What follows belongs to an exercise in optimizing a design on an open flow for small area, a short achievable clock period and few clock cycles per item; a production flow would make more cautious choices. In this exercise RTL edits were held to simulation tests only and were not proved equivalent to the original. No activity file was given, so power comes from the tool's default toggle rates.

--- flow/design.v ---
`timescale 1ns / 1ps
module axilite_s_v(
    input  wire         s_axi_aclk,
    input  wire         s_axi_aresetn,
    input  wire         s_axi_awvalid,
    output reg          s_axi_awready,
    input  wire [31: 0] s_axi_awaddr,
    input  wire         s_axi_wvalid,
    output reg          s_axi_wready,
    input  wire [31: 0] s_axi_wdata,
    output reg          s_axi_bvalid,
    input  wire         s_axi_bready,
    output reg  [1: 0]  s_axi_bresp,
    output reg          s_axi_arready,
    input  wire         s_axi_arvalid,
    input  wire [31: 0] s_axi_araddr,
    output reg          s_axi_rvalid,
    input  wire         s_axi_rready,
    output reg [31: 0]  s_axi_rdata,
    output reg  [1: 0]  s_axi_rresp
);
localparam NP = 7;                
wire rst = ~s_axi_aresetn;
reg  [2:0] t;                     
reg  [2:0] t_n;                   
reg  [2:0] clr_cnt;               
reg        clearing;              
wire [2:0] clr_next = rst ? 3'd4 : (clearing ? clr_cnt - 3'd1 : 3'd0);
wire       busy_next = (clr_next != 3'd0);
always @(posedge s_axi_aclk) begin
    t       <= rst ? 3'd0 : t_n;
    t_n     <= rst ? 3'd1 : t_n + 3'd1;
    clr_cnt <= clr_next;
    clearing <= busy_next;
end
reg        awb_v;                 
reg  [6:0] awb_a;
reg        awb_oob;
reg        wb_v;                  
reg [31:0] wb_d;
reg        b1_v;                  
reg        b1_err;
reg        b_err;                 
reg  [NP-1:0] pv;                 
reg     [6:0] pa [0:NP-1];
reg    [31:0] pd [0:NP-1];
wire aw_hs  = s_axi_awvalid & s_axi_awready;
wire w_hs   = s_axi_wvalid  & s_axi_wready;
wire aw_oob = |s_axi_awaddr[31:7];
wire        p_oob = awb_v ? awb_oob : aw_oob;
wire        b_new = b1_v ? b1_err : p_oob;
wire  [6:0] p_a   = awb_v ? awb_a   : s_axi_awaddr[6:0];
wire [31:0] p_d   = wb_v  ? wb_d    : s_axi_wdata;
reg  [NP-1:0] hit;
reg  [NP-1:0] ins;
reg           free_seen;
integer e;
always @* begin
    for (e = 0; e < NP; e = e + 1)
        hit[e] = pv[e] & (pa[e] == p_a);
    free_seen = 1'b0;
    for (e = 0; e < NP; e = e + 1) begin
        ins[e] = ~pv[e] & ~free_seen;
        free_seen = free_seen | ~pv[e];
    end
end
reg  [NP-1:0] ca, cb;
reg    [15:0] ra, rb;
reg  [31:0] ca_d, cb_d;
always @* begin
    ca_d = 32'd0;
    cb_d = 32'd0;
    for (e = 0; e < NP; e = e + 1) begin
        ca_d = ca_d | ({32{ca[e]}} & pd[e]);
        cb_d = cb_d | ({32{cb[e]}} & pd[e]);
    end
end
wire have_aw = awb_v | aw_hs;
wire have_w  = wb_v  | w_hs;
wire b_pop   = s_axi_bvalid & s_axi_bready;
wire b_load  = ~s_axi_bvalid | b_pop;
wire b_room  = ~b1_v;             
wire pair    = have_aw & have_w & b_room & free_seen;
wire p_ins   = pair & ~p_oob;
wire [NP-1:0] pv_n = (pv & ~ca & ~cb & ~({NP{p_ins}} & hit)) | ({NP{p_ins}} & ins);
wire [NP-1:0] pv_k = pv;
reg  [NP-1:0] ca_n, cb_n;
reg    [15:0] ra_n, rb_n;
reg           sa, sb;
always @* begin
    sa = 1'b0;
    sb = 1'b0;
    ra_n = 16'd0;
    rb_n = 16'd0;
    for (e = 0; e < NP; e = e + 1) begin
        ca_n[e] = pv_k[e] & (pa[e][2:0] == ~t_n) & ~sa;
        cb_n[e] = pv_k[e] & (pa[e][2:0] == (~t_n ^ 3'd4)) & ~sb;
        sa = sa | ca_n[e];
        sb = sb | cb_n[e];
        ra_n = ra_n | ({16{ca_n[e]}} & (16'd1 << pa[e][6:3]));
        rb_n = rb_n | ({16{cb_n[e]}} & (16'd1 << pa[e][6:3]));
    end
end
always @(posedge s_axi_aclk) begin
    if (rst) begin
        awb_v <= 1'b0;
        wb_v  <= 1'b0;
        s_axi_bvalid <= 1'b0;
        b1_v  <= 1'b0;
        s_axi_awready <= 1'b0;
        s_axi_wready  <= 1'b0;
        pv    <= {NP{1'b0}};
        ca    <= {NP{1'b0}};
        cb    <= {NP{1'b0}};
        ra    <= 16'd0;
        rb    <= 16'd0;
    end else begin
        awb_v <= have_aw & ~pair;
        wb_v  <= have_w  & ~pair;
        s_axi_awready <= ~(have_aw & ~pair) & ~busy_next;
        s_axi_wready  <= ~(have_w  & ~pair) & ~busy_next;
        if (~s_axi_bvalid | b_pop) begin
            if (b1_v) begin
                s_axi_bvalid <= 1'b1;
                b1_v <= pair;
            end else begin
                s_axi_bvalid <= pair;
            end
        end else if (pair) begin
            b1_v <= 1'b1;
        end
        pv <= pv_n;
        ca <= ca_n;
        cb <= cb_n;
        ra <= ra_n;
        rb <= rb_n;
    end
    if (aw_hs) begin
        awb_a   <= s_axi_awaddr[6:0];
        awb_oob <= aw_oob;
    end
    if (w_hs) wb_d <= s_axi_wdata;
    if (b_load) b_err <= b_new;
    s_axi_bresp <= {2{b_load ? (b_new & (b1_v | pair)) : b_err}};
    if (pair) b1_err <= p_oob;
end
genvar g;
generate
    for (g = 0; g < NP; g = g + 1) begin : pend
        always @(posedge s_axi_aclk)
            if (pair & ins[g]) begin
                pa[g] <= p_a;
                pd[g] <= p_d;
            end
    end
endgenerate
reg  [4095:0] mem;
wire   [31:0] bus_a = clearing ? 32'd0 : ca_d;
wire   [31:0] bus_b = clearing ? 32'd0 : cb_d;
generate
    for (g = 0; g < 16; g = g + 1) begin : ring
        always @(posedge s_axi_aclk) begin
            mem[(g*8+1)*32 +: 32] <= mem[(g*8+0)*32 +: 32];
            mem[(g*8+2)*32 +: 32] <= mem[(g*8+1)*32 +: 32];
            mem[(g*8+3)*32 +: 32] <= mem[(g*8+2)*32 +: 32];
            mem[(g*8+5)*32 +: 32] <= mem[(g*8+4)*32 +: 32];
            mem[(g*8+6)*32 +: 32] <= mem[(g*8+5)*32 +: 32];
            mem[(g*8+7)*32 +: 32] <= mem[(g*8+6)*32 +: 32];
            if (clearing | ra[g])
                mem[(g*8+0)*32 +: 32] <= bus_a;
            else
                mem[(g*8+0)*32 +: 32] <= mem[(g*8+7)*32 +: 32];
            if (clearing | rb[g])
                mem[(g*8+4)*32 +: 32] <= bus_b;
            else
                mem[(g*8+4)*32 +: 32] <= mem[(g*8+3)*32 +: 32];
        end
    end
endgenerate
reg        q0_v, q1_v;            
reg  [15:0] q0_ring;              
reg  [31:0] q0_slot;              
reg  [31:0] q0_fwd;               
reg  [6:0] q1_a;
reg        q0_oob, q1_oob;
reg [31:0] r_hold;                
reg        r_err;                 
wire ar_hs  = s_axi_arvalid & s_axi_arready;
wire ar_oob = |s_axi_araddr[31:7];
wire r_take = q0_v & (~s_axi_rvalid | s_axi_rready);
wire q0_load = r_take | ~q0_v;
wire r_keep  = s_axi_rvalid & ~s_axi_rready;
wire  [6:0] nq_a   = q1_v ? q1_a   : s_axi_araddr[6:0];
wire        nq_oob = q1_v ? q1_oob : ar_oob;
wire  [2:0] nq_s   = nq_a[2:0] + t + 3'd1;
wire  [7:0] nq_slot = 8'd1 << nq_s;
reg  [31:0] nq_fwd;
reg         nq_hit;
integer k;
always @* begin
    nq_fwd = 32'd0;
    nq_hit = 1'b0;
    for (e = 0; e < NP; e = e + 1) begin
        nq_fwd = nq_fwd | ({32{pv[e] & (pa[e] == nq_a)}} & pd[e]);
        nq_hit = nq_hit | (pv[e] & (pa[e] == nq_a));
    end
end
wire [15:0] nq_ring = {15'd0, ~nq_oob & ~nq_hit} << nq_a[6:3];
reg [31:0] ring_q [0:15];
reg [31:0] rd_word;
always @* begin
    for (k = 0; k < 16; k = k + 1) begin
        ring_q[k] = 32'd0;
        for (e = 0; e < 8; e = e + 1)
            ring_q[k] = ring_q[k] | ({32{q0_slot[(k/4)*8 + e]}} & mem[(k*8+e)*32 +: 32]);
    end
    rd_word = q0_fwd;
    for (k = 0; k < 16; k = k + 1)
        rd_word = rd_word | ({32{q0_ring[k]}} & ring_q[k]);
end
always @(posedge s_axi_aclk) begin
    if (rst) begin
        q0_v <= 1'b0;
        q1_v <= 1'b0;
        s_axi_rvalid  <= 1'b0;
        s_axi_arready <= 1'b0;
    end else begin
        if (r_take)
            s_axi_rvalid <= 1'b1;
        else if (s_axi_rready)
            s_axi_rvalid <= 1'b0;
        if (r_take) begin
            q0_v <= q1_v | ar_hs;
            q1_v <= q1_v & ar_hs;
        end else begin
            q0_v <= q0_v | ar_hs;
            q1_v <= q1_v | (q0_v & ar_hs);
        end
        s_axi_arready <= (r_take ? ~(q1_v & ar_hs) : ~(q1_v | (q0_v & ar_hs))) & ~busy_next;
    end
    if (r_take) begin
        r_hold <= rd_word;
        r_err  <= q0_oob;
    end
    s_axi_rdata <= r_take ? rd_word : (r_hold & {32{r_keep}});
    s_axi_rresp <= {2{r_take ? q0_oob : (r_err & r_keep)}};
    if (q0_load) begin
        q0_ring <= nq_ring; q0_slot <= {4{nq_slot}};
        q0_oob <= nq_oob; q0_fwd <= (nq_hit & ~nq_oob) ? nq_fwd : 32'd0;
    end else begin
        for (k = 0; k < 4; k = k + 1)
            q0_slot[k*8 +: 8] <= {q0_slot[k*8 +: 7], q0_slot[k*8 + 7]};
    end
    if (ar_hs & (r_take ? q1_v : q0_v)) begin
        q1_a <= s_axi_araddr[6:0]; q1_oob <= ar_oob;
    end
end
endmodule
--- flow/run.sh ---
#!/bin/bash
# synth_recipe.tcl (not shown) runs the flow's synth.tcl, then flattens the netlist and writes it again
# the make line also repeats each setting of config.mk as NAME=value (left out here)
make -C /OpenROAD-flow-scripts/flow DESIGN_CONFIG=/design/flow/config.mk WORK_HOME=/design/flow/orfs CLKGATE_MAP_FILE= SYNTH_SCRIPT=/design/flow/synth_recipe.tcl finish
--- flow/config.mk ---
export PLATFORM = sky130hd
export DESIGN_NAME = axilite_s_v
export DESIGN_NICKNAME = axilite_s_v
export VERILOG_FILES = /design/flow/design.v
export SDC_FILE = /design/flow/constraint.sdc
export NUM_CORES = 4
export LEC_CHECK = 0
export CAP_MARGIN = 20
export CORE_MARGIN = 2
export CORE_UTILIZATION = 35
export CTS_CLUSTER_DIAMETER = 70
export CTS_CLUSTER_SIZE = 24
export PLACE_DENSITY = 0.45
export SETUP_SLACK_MARGIN = 2.35
export SLEW_MARGIN = 20
export SYNTH_MEMORY_MAX_BITS = 8192
--- flow/constraint.sdc ---
create_clock -name core_clock -period 5.0 [get_ports {s_axi_aclk}]
set_input_delay 1.0000 -clock core_clock [delete_from_list [all_inputs] [get_ports {s_axi_aclk}]]
set_output_delay 1.0000 -clock core_clock [all_outputs]
set_load 0.01 [all_outputs]
==> results of run 1 <==
## power by group
part	leakage (nW)	total [W]	switching [W]	internal, W
clock network	4.25	0.0249	0.0134	0.0115
registers	38.0	0.0383	0.000601	0.0377
logic	14.3	0.00974	0.00814	0.00160
## layer usage
layer	wire (um)	vias up	share of wire, %	GRT usage, %
met3	69800	1689	11	7.66
met4	38600	28	5.9	15.8
met1	264000	54357	40	41.1
met2	282000	7444	43	46.7
met5	244	-	0.037	0
li1	-	42094	-	-
## logic make-up (layout without fill, tap and decap cells)
kind of cell	Yosys count	in the layout	share of synthesized area (%)
multiplexers	47	47	0.447
other	0	31	0
AND/OR/NAND/NOR	1031	1031	4.33
AO/OA/AOI/OAI	3943	3943	22.4
adder cells (fa/ha/maj)	4	4	0.0412
XOR/XNOR	122	122	0.764
flip-flops	4640	4640	69.3
buffers and inverters	971	1222	2.66
## sequential cells by signal, indices dropped and copies added, names as in the netlist, 32 cells and up
name / cells
mem: 4096
pd: 224
pa: 49
q0_fwd: 32
q0_slot: 32
r_hold: 32
s_axi_rdata: 32
wb_d: 32
## through the flow
stage | hold slack, ns | worst slack, ns | std cells | area, sq um | utilization [%]
after CTS | 0.295 | 2.01 | 16191 | 161000 | 40.3
after floorplan | 0.331 | 1.86 | 10758 | 140000 | -
final | 0.300 | 2.23 | 16305 | 162000 | 40.7
after global placement | 0.332 | 0.847 | 15578 | 149000 | 37.3
after global routing | 0.304 | 2.20 | 16275 | 162000 | 40.7
after detailed placement | 0.336 | 0.787 | 15587 | 149000 | 37.4
## layout by cell type, fill, tap and decap left out, types with 29 or more instances in the layout
cell	Yosys	layout
mux2_2	33	33
buf_4	4	402
nand2_1	76	74
dfxtp_4	0	70
a21o_1	34	32
clkbuf_1	798	34
a221oi_2	0	29
dfxtp_2	0	47
diode_2	0	31
clkbuf_16	0	288
buf_12	0	116
a222oi_1	120	120
buf_16	0	29
a22oi_1	2358	2326
dfxtp_1	4235	4118
a31oi_4	20	62
edfxtp_1	405	405
nand4_1	582	582
clkdlybuf4s50_1	0	98
buf_6	5	50
a21oi_1	71	56
a22oi_2	0	32
nor2_1	128	82
nor3_1	46	33
a22o_1	1102	1102
nor2_4	0	40
xor2_1	110	106
## worst max path at each step
stage	endpoint	from	cells past startpoint	slack [ns]
after floorplan	pa[3][0]$_DFFE_PP_	s_axi_awvalid	4	1.86
after global placement	q0_fwd[1]$_SDFFCE_PN0N_	s_axi_araddr[5]	9	0.85
after detailed placement	q0_fwd[1]$_SDFFCE_PN0N_	s_axi_araddr[5]	9	0.79
after CTS	s_axi_rdata[26]	s_axi_rdata[26]$_DFF_P_	1	2.01
after global routing	q0_fwd[19]$_SDFFCE_PN0N_	q1_v$_SDFF_PN0_	12	2.20
final	mem[2335]$_DFF_P_	ca[5]$_SDFF_PN0_	5	2.23
## area by class of cell
class                   count  area, sq um
clock buffers             336         7520
multi-input cells        5147        41100
flip-flops and latches   4640        97300
fillers                 36761       236000
diodes                     31         77.6
well taps                5265         6590
clock inverters           102         1240
repair buffers            757         8380
inverters                  27          105
## timing repair
action,4_1_cts,5_1_grt
cloned,14,0
pin swaps,79,45
hold buffers,0,0
endpoints found under the setup margin,796,179
setup buffers,152,83
gates resized for setup,346,118
==> impl_metrics.csv, run 1 <==
group,metric,value,unit
timing,period_needed,2.77,ns
worst_setup_path,worstSetupStartpointType,"flip-flop",
timing,final.setup_skew,0.0779,ns
logic_synthesis,count_of_flip_flops_with_a_built_in_enable_after_synthesis,405,
clock_tree,path_clk_slew,0.10,ns
worst_hold_path,min-delay-start,"mem[418]$_DFF_P_",
floorplan,num_rows,232,
power,power,0.0730,W
run,drv.max_cap_violation_count,0,
power,power_per_cell_area,450,nW/um^2
global_route,global_route.usage.total,31.0,%
power,total_leakage_power,56.6,nW
global_route,pin_count_of_the_biggest_net_entering_global_routing,72,
route,final_routed_wirelength_across_all_metal_layers,655,mm
logic_synthesis,yosys_warnings,4,
logic_synthesis,synthFlopType,"dfxtp_1",
run_status,status,"timing/DRC/antenna clean",
logic_synthesis,yosys.cell_count.top_type,"dfxtp_1",
global_route,wire_length_of_the_first_global_routing_pass,881,mm
final_layout,layout-area-overhead-vs-synth,16.1,%
worst_setup_path,ff2ff_path_depth,5,
clock_tree,clock_sinks,4640,
timing,slew_headroom,14.4,%
logic_synthesis,netlist.area_leader.share,60.6,%
worst_hold_path,hold_path_class,"flip-flop to flip-flop",
clock_tree,max-clock-path-buffers,4,
timing,hold_viol_final,0,
global_route,grt_remaining_overflow,0,
worst_setup_path,critPathBufInv,2,
worst_setup_path,critical_path.slowest_cell,"a31oi_4",
worst_setup_path,crit_required,5.88,ns
placement,dp.final_hpwl,375,mm
logic_synthesis,synth.distinct_cells,61,
placement,io_buffers,143,
logic_synthesis,synth_top_cells_by_count,"dfxtp_1 (4235), a22oi_1 (2358), a22o_1 (1102)",
floorplan,pin_count,144,
logic_synthesis,synthTopCellsByArea,"dfxtp_1 (61%), a22oi_1 (13%), edfxtp_1 (8.7%), a22o_1 (6.9%), nand4_1 (2.6%)",
route,detailroute.via_count,105612,
global_route,grt_pass1_vias,102419,
timing,maxClockFrequency,0.361,GHz
floorplan,initial_core_util,35.1,%
timing,unrepaired_setup_endpoints_after_global_routing,"true",
logic_synthesis,syn_inst,10758,
worst_setup_path,critical_path.reg2reg.startpoint,"ca[5]$_SDFF_PN0_",
logic_synthesis,async_reset_ff_share,0,%
route,drt_iter0_markers,16108,
worst_hold_path,min_to,"mem[450]$_DFF_P_",
power,worst_ir_drop_vdd,0.305,mV
logic_synthesis,netlist_area,140000,sq um
floorplan,die_h,636,um
placement,gp_congestion,0.897,
logic_synthesis,synth_seq_area_share,69.3,%
worst_setup_path,crit_path_dat,3.64,ns
clock_tree,tritoncts_clock_tree,"yes",
final_layout,layout-drive-gt1-share,13.6,%
worst_setup_path,critical_path.cell_chain,"buf_6, a222oi_1, a31oi_4, buf_4, a22o_1",
worst_setup_path,cell_family_with_most_cp_delay,"compound AO/OA/AOI/OAI gates",
route,drt_drc_violations_left,0,
clock_tree,number_of_buffers_inserted_during_clock_tree_synthesis,268,
worst_setup_path,r2r-end,"mem[2335]$_DFF_P_",
worst_hold_path,whs_path_depth,0,
timing,final.setup.tns,0,ns
clock_tree,cts_max_level,5,
logic_synthesis,synthDominantAreaCellType,"dfxtp_1",
clock_tree,cts_root_buffer,"clkbuf_16",
worst_setup_path,critical_path_peak_fanout,23,
final_layout,final_nets,10948,
worst_setup_path,cp_slowest_stage_delay,0.91,ns
timing,max_slew.worst_pin.slew,1.28,ns
timing,setup_viol,0,
timing,period_utilization_post_route,55.4,%
worst_setup_path,end_kind,"flip-flop",
route,post_drt_via_cell_ratio,6.48,
route,avgRoutedWirePerCell,40.2,um
route,detailedRoute.firstPassIterationCount,13,
timing,timing.final.max_slew_violations,0,
floorplan,die_area,405000,sq um
clock_tree,clock_insertion_delay_worst_skew,0.98,ns
route,ant_nets,0,
floorplan,core_area,399000,sq um
worst_setup_path,timing_worst_setup_path_type,"flip-flop to flip-flop",
logic_synthesis,avgSynthCellArea,13.0,sq um
logic_synthesis,synth-seq-cells,4640,
floorplan,die-width,636,um
global_route,grt_antenna_before_repair,71,
logic_synthesis,syn_nets,10865,
worst_setup_path,ff2ff_setup_slack,2.23,ns
Testbench counts, summed over its fixed seeds: cycles 9,393, items 16,000.
==> inputs of run 2 (changes only) <==
--- a/flow/design.v
+++ b/flow/design.v
@@ -112,6 +112,2 @@
         pv    <= {NP{1'b0}};
-        ca    <= {NP{1'b0}};
-        cb    <= {NP{1'b0}};
-        ra    <= 16'd0;
-        rb    <= 16'd0;
     end else begin
@@ -132,7 +128,7 @@
         pv <= pv_n;
-        ca <= ca_n;
-        cb <= cb_n;
-        ra <= ra_n;
-        rb <= rb_n;
-    end
+    end
+    ca <= ca_n;
+    cb <= cb_n;
+    ra <= ra_n;
+    rb <= rb_n;
     if (aw_hs) begin
==> impl_metrics.csv, run 2 <==
group,metric,value,unit
final_layout,filler_cell_count,36579,
timing,maxClockFrequency,0.365,GHz
route,final_routed_wirelength_across_all_metal_layers,646,mm
logic_synthesis,avgSynthCellArea,13.0,sq um
clock_tree,number_of_buffers_inserted_during_clock_tree_synthesis,239,
final_layout,area.sequential,97300,sq um
logic_synthesis,async_reset_ff_share,0,%
route,avgRoutedWirePerCell,40.5,um
global_route,grt_antenna_before_repair,57,
global_route,grt_pass1_vias,100707,
worst_setup_path,critPathBufInv,1,
logic_synthesis,yosys.cell_count.top_type,"dfxtp_1",
route,detailroute.via_count,103113,
worst_setup_path,cp.depth,6,
worst_setup_path,end_kind,"flip-flop",
final_layout,multi_input_area,40100,sq um
final_layout,largest_register_ffs,4096,
clock_tree,path_clk_slew,0.10,ns
worst_setup_path,crit_path_dat,3.65,ns
final_layout,layout-area-overhead-vs-synth,13.6,%
worst_setup_path,ff2ff_path_depth,6,
final_layout,final_common_cell,"dfxtp_1",
logic_synthesis,synthTopCellsByArea,"dfxtp_1 (61%), a22oi_1 (13%), edfxtp_1 (8.7%), a22o_1 (6.9%), nand4_1 (2.6%)",
timing,timing.final.max_slew_violations,0,
worst_setup_path,critical_path.most_common_cell,"nand4_1",
global_route,wire_length_of_the_first_global_routing_pass,860,mm
clock_tree,tritoncts_clock_tree,"yes",
clock_tree,cts_max_level,4,
timing,setup_viol,0,
global_route,global_route.usage.total,30.3,%
power,power_per_cell_area,450,nW/um^2
route,post_drt_via_cell_ratio,6.46,
timing,final.setup.tns,0,ns
worst_setup_path,critical_path.cell_chain,"buf_12, a22oi_1, nand4_1, a222oi_1, nand4_1, a22o_1",
route,detailedRoute.firstPassIterationCount,11,
clock_tree,cts_root_buffer,"clkbuf_16",
floorplan,die-width,635,um
logic_synthesis,synth.distinct_cells,62,
global_route,pin_count_of_the_biggest_net_entering_global_routing,71,
floorplan,die_area,403000,sq um
timing,hold_viol_final,0,
timing,period_needed,2.74,ns
logic_synthesis,count_of_flip_flops_with_a_built_in_enable_after_synthesis,405,
route,drt_iter0_markers,14567,
logic_synthesis,synthDominantAreaCellType,"dfxtp_1",
logic_synthesis,netlist.area_leader.share,60.8,%
global_route,grt_remaining_overflow,0,
route,drt_drc_violations_left,0,
placement,gp_congestion,0.903,
run_status,status,"timing/DRC/antenna clean",
logic_synthesis,synthFlopType,"dfxtp_1",
placement,io_buffers,143,
worst_setup_path,critical_path.slowest_cell,"a222oi_1",
timing,unrepaired_setup_endpoints_after_global_routing,"true",
worst_hold_path,hold_path_class,"flip-flop to flip-flop",
worst_setup_path,crit_required,5.91,ns
clock_tree,holdBufCountCts,0,
final_layout,layout-drive-gt1-share,11.4,%
clock_tree,clock_insertion_delay_worst_skew,1.05,ns
clock_tree,clock_sinks,4640,
worst_setup_path,timing_worst_setup_path_type,"flip-flop to flip-flop",
timing,max_slew.worst_pin.slew,1.27,ns
worst_setup_path,cp_slowest_stage_delay,0.55,ns
logic_synthesis,syn_inst,10677,
floorplan,pin_count,144,
worst_setup_path,cell_family_with_most_cp_delay,"compound AO/OA/AOI/OAI gates",
floorplan,die_h,635,um
floorplan,core_area,396000,sq um
worst_hold_path,whs_path_depth,0,
logic_synthesis,synth_top_cells_by_count,"dfxtp_1 (4235), a22oi_1 (2368), a22o_1 (1091)",
power,worst_ir_drop_vdd,0.361,mV
logic_synthesis,netlist_area,139000,sq um
run,drv.max_cap_violation_count,0,
final_layout,registers_with_the_most_flip_flops,"mem: 4096 flops, pd: 224 flops, pa: 49 flops",
timing,period_utilization_post_route,54.8,%
logic_synthesis,synth_seq_area_share,69.6,%
final_layout,layout_common_cells,"dfxtp_1 (4115), a22oi_1 (2350), a22o_1 (1091)",
final_layout,final_nets,10664,
timing,slew_headroom,15.1,%
worst_setup_path,critical_path_peak_fanout,68,
logic_synthesis,syn_nets,10784,
logic_synthesis,synth-seq-cells,4640,
logic_synthesis,yosys_warnings,4,
placement,dp.final_hpwl,366,mm
clock_tree,max-clock-path-buffers,4,
power,total_leakage_power,54.7,nW
placement,dp_slack,0.982,ns
timing,final.setup_skew,0.119,ns
final_layout,registers.top_by_ff_count,"mem",
worst_setup_path,worstSetupStartpointType,"flip-flop",
floorplan,num_rows,231,
route,ant_nets,0,
timing,final.setup.worst_slack,2.26,ns
floorplan,initial_core_util,35.2,%
## run 2: logic make-up after synthesis
group                    count (synthesis)  synth area share [%]
flip-flops                            4640                  69.6
AO/OA/AOI/OAI                         3925                  22.4
buffers and inverters                  983                  2.70
AND/OR/NAND/NOR                        953                  4.10
XOR/XNOR                               123                 0.773
multiplexers                            49                 0.428
adder cells (fa/ha/maj)                  4                0.0413
## run 2: metal layers
layer | part of all wire [%] | vias up | track usage [%] | wire length [um]
met1 | 40 | 53143 | 39.1 | 257000
met3 | 10 | 1660 | 7.09 | 65900
met2 | 44 | 6959 | 47.0 | 283000
li1 | - | 41329 | - | -
met4 | 6.3 | 22 | 16.1 | 40800
met5 | 0.023 | - | 0 | 151
## run 2: final cells by class
type | instances | share of cell area (%)
timing repair inverter | 1 | 0.00474
sequential | 4640 | 61.5
clock buffer | 294 | 4.09
tap | 5242 | 4.14
antenna | 25 | 0.0395
clock inverter | 78 | 0.715
multi-input combinational | 5054 | 25.3
timing repair buffer | 591 | 4.11
inverter | 30 | 0.0735
## run 2: final timing paths
path	from	end	slack (ns)
worst max-delay path	q0_slot[31]$_DFF_P_	s_axi_rdata[30]$_DFF_P_	2.26
worst min-delay path	mem[605]$_DFF_P_	mem[637]$_DFF_P_	0.29
worst max register to register	q0_slot[31]$_DFF_P_	s_axi_rdata[30]$_DFF_P_	2.26
worst min register to register	mem[605]$_DFF_P_	mem[637]$_DFF_P_	0.29
## run 2: stage by stage
stage	area, sq um	cells	total power [W]	hold slack [ns]	utilization [%]
floorplan	140000	10677	0.0415	0.331	-
global route	158000	15931	0.0724	0.299	40.0
detailed placement	148000	15432	0.0480	0.336	37.5
finish	158000	15955	0.0713	0.291	40.0
global placement	148000	15427	0.0479	0.332	37.4
CTS	157000	15851	0.0708	0.287	39.6
## run 2: what timing repair did
| action | CTS | global route |
|---|---|---|
| endpoints found under the hold margin | 0 | 0 |
| buffers inserted | 46 | 69 |
| pin swaps | 10 | 48 |
| resized for setup | 300 | 84 |
| cloned | 1 | 10 |
| setup endpoints to repair | 669 | 206 |
## run 2: report_power, final
part / internal, W / total, W / switching (W)
Sequential: 0.0377 / 0.0384 / 0.000675
Clock: 0.0103 / 0.0231 / 0.0129
Combinational: 0.00148 / 0.00976 / 0.00828
Testbench counts of run 2, summed over its fixed seeds: cycles 9,393, items 16,000.
==> inputs of run 3 (changes only) <==
--- a/flow/config.mk
+++ b/flow/config.mk
@@ -13,3 +13,3 @@
 export PLACE_DENSITY = 0.45
-export SETUP_SLACK_MARGIN = 2.35
+export SETUP_SLACK_MARGIN = 2.5
 export SLEW_MARGIN = 20
==> impl_metrics.csv, run 3 <==
group,metric,value,unit
clock_tree,path_clk_slew,0.10,ns
logic_synthesis,syn_nets,10784,
run_status,status,"timing/DRC/antenna clean",
floorplan,die-width,635,um
worst_setup_path,ff2ff_path_depth,11,
logic_synthesis,synthTopCellsByArea,"dfxtp_1 (61%), a22oi_1 (13%), edfxtp_1 (8.7%), a22o_1 (6.9%), nand4_1 (2.6%)",
logic_synthesis,count_of_flip_flops_with_a_built_in_enable_after_synthesis,405,
final_layout,design_area,166000,sq um
final_layout,largest_register_ffs,4096,
timing,unrepaired_setup_endpoints_after_global_routing,"true",
route,drt_drc_violations_left,0,
placement,dp.final_hpwl,387,mm
run,drv.max_cap_violation_count,0,
power,power_per_cell_area,451,nW/um^2
floorplan,core_area,396000,sq um
placement,dp_slack,1.09,ns
logic_synthesis,synthFlopType,"dfxtp_1",
final_layout,multi_input_area,41500,sq um
timing,final.setup.worst_slack,2.25,ns
logic_synthesis,synth_seq_area_share,69.6,%
timing,final.setup_skew,0.0513,ns
route,avgRoutedWirePerCell,42.2,um
route,final_routed_wirelength_across_all_metal_layers,690,mm
logic_synthesis,synth_top_cells_by_count,"dfxtp_1 (4235), a22oi_1 (2368), a22o_1 (1091)",
timing,hold_viol_final,0,
final_layout,final_nets,11030,
power,total_leakage_power,58.1,nW
clock_tree,clock_insertion_delay_worst_skew,1.00,ns
final_layout,registers_with_the_most_flip_flops,"mem: 4096 flops, pd: 224 flops, pa: 49 flops",
global_route,grt_antenna_before_repair,66,
worst_hold_path,hold_path_class,"flip-flop to flip-flop",
clock_tree,clock_sinks,4640,
final_layout,layout-area-overhead-vs-synth,19.0,%
logic_synthesis,avgSynthCellArea,13.0,sq um
logic_synthesis,syn_inst,10677,
timing,period_utilization_post_route,55.1,%
global_route,grt_pass1_vias,103672,
power,worst_ir_drop_vdd,0.383,mV
worst_setup_path,timing_worst_setup_path_type,"flip-flop to flip-flop",
worst_setup_path,end_kind,"flip-flop",
floorplan,die_area,403000,sq um
logic_synthesis,synth.distinct_cells,62,
final_layout,area.sequential,97400,sq um
clock_tree,tritoncts_clock_tree,"yes",
global_route,grt_remaining_overflow,0,
floorplan,die_h,635,um
clock_tree,max-clock-path-buffers,4,
final_layout,layout-drive-gt1-share,16.6,%
timing,setup_viol,0,
worst_setup_path,r2r-end,"q0_fwd[22]$_SDFFCE_PN0N_",
logic_synthesis,yosys.cell_count.top_type,"dfxtp_1",
worst_setup_path,worstSetupStartpointType,"flip-flop",
worst_setup_path,critical_path_peak_fanout,32,
placement,gp_congestion,0.883,
final_layout,registers.top_by_ff_count,"mem",
route,drt_iter0_markers,16820,
worst_setup_path,critical_path.slowest_cell,"a222oi_1",
clock_tree,cts_root_buffer,"clkbuf_16",
final_layout,final_common_cell,"dfxtp_1",
placement,io_buffers,143,
timing,max_slew.worst_pin.slew,1.19,ns
worst_hold_path,min-delay-start,"mem[2204]$_DFF_P_",
timing,maxClockFrequency,0.363,GHz
power,power,0.0747,W
global_route,global_route.usage.total,32.3,%
worst_hold_path,min_to,"mem[2236]$_DFF_P_",
route,detailedRoute.firstPassIterationCount,9,
floorplan,initial_core_util,35.2,%
clock_tree,number_of_buffers_inserted_during_clock_tree_synthesis,264,
worst_setup_path,critical_path.reg2reg.startpoint,"q1_v$_SDFF_PN0_",
floorplan,pin_count,144,
final_layout,layout_common_cells,"dfxtp_1 (4111), a22oi_1 (2217), a22o_1 (1090)",
route,ant_nets,0,
logic_synthesis,synthDominantAreaCellType,"dfxtp_1",
timing,period_needed,2.75,ns
floorplan,num_rows,231,
placement,post_dp_cell_area,149000,sq um
final_layout,final_core_utilization,41.9,%
route,post_drt_via_cell_ratio,6.55,
timing,final.setup.tns,0,ns
logic_synthesis,async_reset_ff_share,0,%
worst_setup_path,crit_required,5.70,ns
worst_setup_path,cp_slowest_stage_delay,0.59,ns
clock_tree,cts_max_level,5,
global_route,wire_length_of_the_first_global_routing_pass,909,mm
worst_setup_path,ff2ff_setup_slack,2.25,ns
logic_synthesis,netlist_area,139000,sq um
logic_synthesis,synth-seq-cells,4640,
route,detailroute.via_count,107073,
worst_setup_path,crit_path_dat,3.45,ns
clock_tree,holdBufCountCts,0,
worst_setup_path,critical_path.cell_chain,"buf_12, buf_12, mux2i_4, buf_6, buf_4, xor2_1, nand4_1, nor2_4, buf_6, a222oi_1, a31oi_4",
global_route,pin_count_of_the_biggest_net_entering_global_routing,78,
final_layout,filler_cell_count,36068,
timing,slew_headroom,20.9,%
worst_hold_path,whs_path_depth,0,
timing,timing.final.max_slew_violations,0,
logic_synthesis,yosys_warnings,4,
logic_synthesis,netlist.area_leader.share,60.8,%
run 3: worst max-delay path: cells and delay by family, from the launching register on:
kind / cells / cell delay (ns)
mux: 1 / 0.17
buf+inv: 5 / 0.77
compound gates: 2 / 0.73
flops: 1 / 0.37
simple gates: 2 / 0.24
xor+xnor: 1 / 0.14
run 3: stage by stage:
| step | cells | hold WS [ns] |
|---|---|---|
| 2_1_floorplan | 10677 | 0.331 |
| 3_3_place_gp | 15500 | 0.332 |
| 3_5_place_dp | 15506 | 0.335 |
| 4_1_cts | 16206 | 0.333 |
| 5_1_grt | 16326 | 0.335 |
| 6_report | 16353 | 0.330 |
run 3: area by class of cell:
class	count	area share (%)
multi-input cells	5054	25.0
well taps	5242	3.96
flip-flops and latches	4640	58.7
diodes	30	0.0453
clock buffers	329	4.47
clock inverters	95	0.712
inverters	30	0.0717
repair buffers	933	6.98
run 3: worst max-delay path by stage:
| stage | start | end | slack, ns | cells past startpoint |
|---|---|---|---|---|
| finish | q1_v$_SDFF_PN0_ | q0_fwd[22]$_SDFFCE_PN0N_ | 2.25 | 11 |
| global route | q1_v$_SDFF_PN0_ | q0_fwd[26]$_SDFFCE_PN0N_ | 2.13 | 12 |
| CTS | s_axi_rdata[1]$_DFF_P_ | s_axi_rdata[1] | 2.18 | 1 |
| detailed placement | s_axi_awaddr[10] | pv[6]$_SDFF_PN0_ | 1.09 | 8 |
| global placement | s_axi_awaddr[10] | pv[6]$_SDFF_PN0_ | 0.98 | 8 |
| floorplan | s_axi_awvalid | pa[3][0]$_DFFE_PP_ | 1.85 | 4 |
run 3: logic make-up after synthesis:
kind of cell | after synthesis | synth area share, %
adder cells (fa/ha/maj) | 4 | 0.0413
AO/OA/AOI/OAI | 3925 | 22.4
XOR/XNOR | 123 | 0.773
AND/OR/NAND/NOR | 953 | 4.10
flip-flops | 4640 | 69.6
buffers and inverters | 983 | 2.70
multiplexers | 49 | 0.428
run 3: layer usage:
layer  up-vias  part of all wire [%]  global-route usage, %
met5         -                 0.049                      0
met4        34                   7.1                   19.7
li1      42147                     -                      -
met3      1865                    11                   8.85
met2      7806                    43                   48.0
met1     55221                    39                   41.8
run 3: what timing repair did:
item / in CTS / in global routing
setup endpoints to repair: 1165 / 254
gates cloned: 32 / 18
resized for setup: 572 / 276
pin swaps: 143 / 190
setup buffers: 244 / 99
run 3: report_power, final:
| part | switching, W | internal, W | total [W] |
|---|---|---|---|
| logic | 0.00950 | 0.00244 | 0.0119 |
| clock network | 0.0134 | 0.0113 | 0.0247 |
| registers | 0.000350 | 0.0377 | 0.0381 |
| total | 0.0232 | 0.0515 | 0.0747 |
==> inputs of run 4 (changes only) <==
--- a/flow/config.mk
+++ b/flow/config.mk
@@ -13,3 +13,3 @@
 export PLACE_DENSITY = 0.45
-export SETUP_SLACK_MARGIN = 2.5
+export SETUP_SLACK_MARGIN = 2.25
 export SLEW_MARGIN = 20
==> impl_metrics.csv, run 4 <==
group,metric,value,unit
clock_tree,clock_sinks,4640,
worst_setup_path,crit_required,5.88,ns
final_layout,area.sequential,97300,sq um
placement,dp_slack,0.995,ns
clock_tree,cts_root_buffer,"clkbuf_16",
power,p_sw,0.0223,W
timing,final.setup_skew,0.0783,ns
final_layout,layout_common_cells,"dfxtp_1 (4133), a22oi_1 (2364), a22o_1 (1091)",
global_route,global_route.usage.total,31.2,%
power,power_per_cell_area,452,nW/um^2
global_route,pin_count_of_the_biggest_net_entering_global_routing,67,
clock_tree,number_of_buffers_inserted_during_clock_tree_synthesis,241,
timing,period_utilization_post_route,56.8,%
timing,final.setup.tns,0,ns
final_layout,filler_cell_count,36641,
floorplan,initial_core_util,35.2,%
route,post_drt_via_cell_ratio,6.53,
route,detailroute.via_count,104836,
placement,io_buffers,143,
floorplan,die-width,635,um
global_route,grt_antenna_before_repair,84,
global_route,grt_remaining_overflow,0,
placement,gp_congestion,0.886,
logic_synthesis,synthDominantAreaCellType,"dfxtp_1",
logic_synthesis,yosys_warnings,4,
power,worst_ir_drop_vdd,0.490,mV
final_layout,final_common_cell,"dfxtp_1",
global_route,grt_pass1_vias,101831,
run_status,status,"timing/DRC/antenna clean",
route,drt_drc_violations_left,0,
final_layout,design_area,158000,sq um
clock_tree,cts_max_level,4,
logic_synthesis,synth-seq-cells,4640,
logic_synthesis,async_reset_ff_share,0,%
final_layout,largest_register_ffs,4096,
floorplan,core_area,396000,sq um
global_route,wire_length_of_the_first_global_routing_pass,882,mm
floorplan,num_rows,231,
timing,setup_viol,0,
route,final_routed_wirelength_across_all_metal_layers,664,mm
worst_setup_path,worstSetupStartpointType,"flip-flop",
logic_synthesis,synth_top_cells_by_count,"dfxtp_1 (4235), a22oi_1 (2368), a22o_1 (1091)",
timing,final.setup.worst_slack,2.16,ns
logic_synthesis,netlist_area,139000,sq um
logic_synthesis,syn_inst,10677,
route,drt_iter0_markers,15789,
placement,post_dp_cell_area,149000,sq um
final_layout,final_nets,10726,
final_layout,multi_input_area,39900,sq um
logic_synthesis,yosys.cell_count.top_type,"dfxtp_1",
worst_setup_path,timing_worst_setup_path_type,"flip-flop to flip-flop",
timing,unrepaired_setup_endpoints_after_global_routing,"true",
final_layout,layout-area-overhead-vs-synth,13.6,%
worst_hold_path,hold_path_class,"flip-flop to flip-flop",
floorplan,die_h,635,um
timing,maxClockFrequency,0.352,GHz
floorplan,die_area,403000,sq um
final_layout,registers_with_the_most_flip_flops,"mem: 4096 flops, pd: 224 flops, pa: 49 flops",
placement,dp.final_hpwl,388,mm
timing,period_needed,2.84,ns
logic_synthesis,synth_seq_area_share,69.6,%
route,avgRoutedWirePerCell,41.4,um
timing,slew_headroom,18.3,%
timing,hold_viol_final,0,
worst_setup_path,end_kind,"flip-flop",
run,drv.max_cap_violation_count,0,
final_layout,registers.top_by_ff_count,"mem",
power,power,0.0716,W
clock_tree,path_clk_slew,0.10,ns
logic_synthesis,synth.distinct_cells,62,
logic_synthesis,syn_nets,10784,
power,part_of_the_power_in_the_clock_network,32.3,%
timing,max_slew.worst_pin.slew,1.23,ns
route,detailedRoute.firstPassIterationCount,10,
power,total_leakage_power,55.0,nW
power,combinationalPowerShare,13.9,%
logic_synthesis,count_of_flip_flops_with_a_built_in_enable_after_synthesis,405,
logic_synthesis,netlist.area_leader.share,60.8,%
clock_tree,clock_insertion_delay_worst_skew,1.05,ns
logic_synthesis,avgSynthCellArea,13.0,sq um
logic_synthesis,synthTopCellsByArea,"dfxtp_1 (61%), a22oi_1 (13%), edfxtp_1 (8.7%), a22o_1 (6.9%), nand4_1 (2.6%)",
worst_setup_path,crit_path_dat,3.72,ns
power,seq_power_share,53.7,%
power,swShare,31.2,%
timing,timing.final.max_slew_violations,0,
clock_tree,max-clock-path-buffers,4,
logic_synthesis,synthFlopType,"dfxtp_1",
power,power_report.internal_total,0.0493,W
final_layout,layout-drive-gt1-share,11.3,%
floorplan,pin_count,144,
worst_setup_path,critical_path_peak_fanout,21,
clock_tree,tritoncts_clock_tree,"yes",
route,ant_nets,0,
run 4: cell counts after synthesis:
Identical to the previous run, type by type.
run 4: worst max-delay path, cell delays in order (launching register included):
cell     delay, ns
dfxtp_4       0.50
buf_4         0.40
a22oi_1       0.23
nand4_1       0.10
a21oi_1       0.68
nand4_1       0.16
buf_4         0.24
a22o_1        0.21
run 4: cells by family (layout without fill, tap and decap cells):
kind of cell | Yosys count | after routing | share of synthesized area, %
DFF | 4640 | 4640 | 69.6
adders and majority gates | 4 | 4 | 0.0413
xor gates and xnor gates | 123 | 123 | 0.773
buffers and inverters | 983 | 1067 | 2.70
and+or+nand+nor | 953 | 953 | 4.10
AOI/OAI and AO/OA | 3925 | 3925 | 22.4
other | 0 | 45 | 0
muxes | 49 | 49 | 0.428
run 4: what timing repair did:
item | 4_1_cts | 5_1_grt
hold buffers | 0 | 0
setup buffers | 53 | 53
resized for setup | 159 | 51
endpoints found under the setup margin | 483 | 141
pin swaps | 12 | 14
cloned | 0 | 1
run 4: area by class of cell:
class                   count  share of cell area, %
repair buffers            652                   4.24
multi-input cells        5054                   25.2
diodes                     45                 0.0711
inverters                  30                 0.0735
flip-flops and latches   4640                   61.4
clock inverters            84                  0.717
clock buffers             301                   4.15
well taps                5242                   4.14
run 4: final timing paths:
path	from	slack, ns	end	cells after the start
setup / recovery	q0_slot[29]$_DFF_P_	2.16	s_axi_rdata[18]$_DFF_P_	7
hold / removal	mem[1243]$_DFF_P_	0.32	mem[1275]$_DFF_P_	0
setup reg to reg	q0_slot[29]$_DFF_P_	2.16	s_axi_rdata[18]$_DFF_P_	7
hold reg to reg	mem[1243]$_DFF_P_	0.32	mem[1275]$_DFF_P_	0
run 4: metal layers:
layer	track usage (%)	up-vias	wire (um)
li1	-	41433	-
met1	41.2	54282	264000
met2	46.8	7458	282000
met3	7.78	1637	73500
met4	17.1	26	43800
met5	0.213	-	525
run 4: per-stage QoR:
step                cells  utilization (%)  hold slack (ns)
floorplan           10677                -            0.331
global placement    15506             37.6            0.332
detailed placement  15509             37.6            0.336
CTS                 15947             39.7            0.314
global route        16025             40.0            0.316
finish              16048             40.0            0.325
run 4: power groups by stage:
stage	registers, W	logic, W	clock network [W]
floorplan	0.0386	0.00288	0
global placement	0.0396	0.00878	0
detailed placement	0.0396	0.00879	0
CTS	0.0385	0.00923	0.0234
global route	0.0385	0.00957	0.0247
finish	0.0385	0.00998	0.0232

## separate check: timing with driven ports
No port has a modelled driver above. Below, the same layouts with a new extraction and two added sets of constraints. Step 1, drivers: a clkbuf_16 drives s_axi_aclk and a buf_2 each remaining input, both assumed. Step 2, shift: input delay + t, output delay - t, t = (earliest + latest rising clock arrival at the registers) / 2. This alone moves slack from input paths to output paths. Slacks: no drivers / after step 1 / after step 2; pairs: no drivers / after step 1.
run	shift t [ns]	setup slack, ns	clock arrival spread, ns	worst register clock-pin slew, ns	worst data-port slew with drivers (ns)
run 1	1.051	2.232 / 2.232 / 1.289	0.078 / 0.078	0.10 / 0.10	0.07
run 2	1.095	2.260 / 2.219 / 1.375	0.121 / 0.120	0.10 / 0.10	0.05
run 3	1.070	2.247 / 2.242 / 1.334	0.052 / 0.053	0.10 / 0.10	0.07
run 4	1.111	2.161 / 2.158 / 1.259	0.085 / 0.085	0.10 / 0.10	0.08
After both steps every run listed still meets setup and hold. For run 1, which loses most, drivers alone change the setup slack by 0.000 ns; drivers and shift together by -0.943 ns.
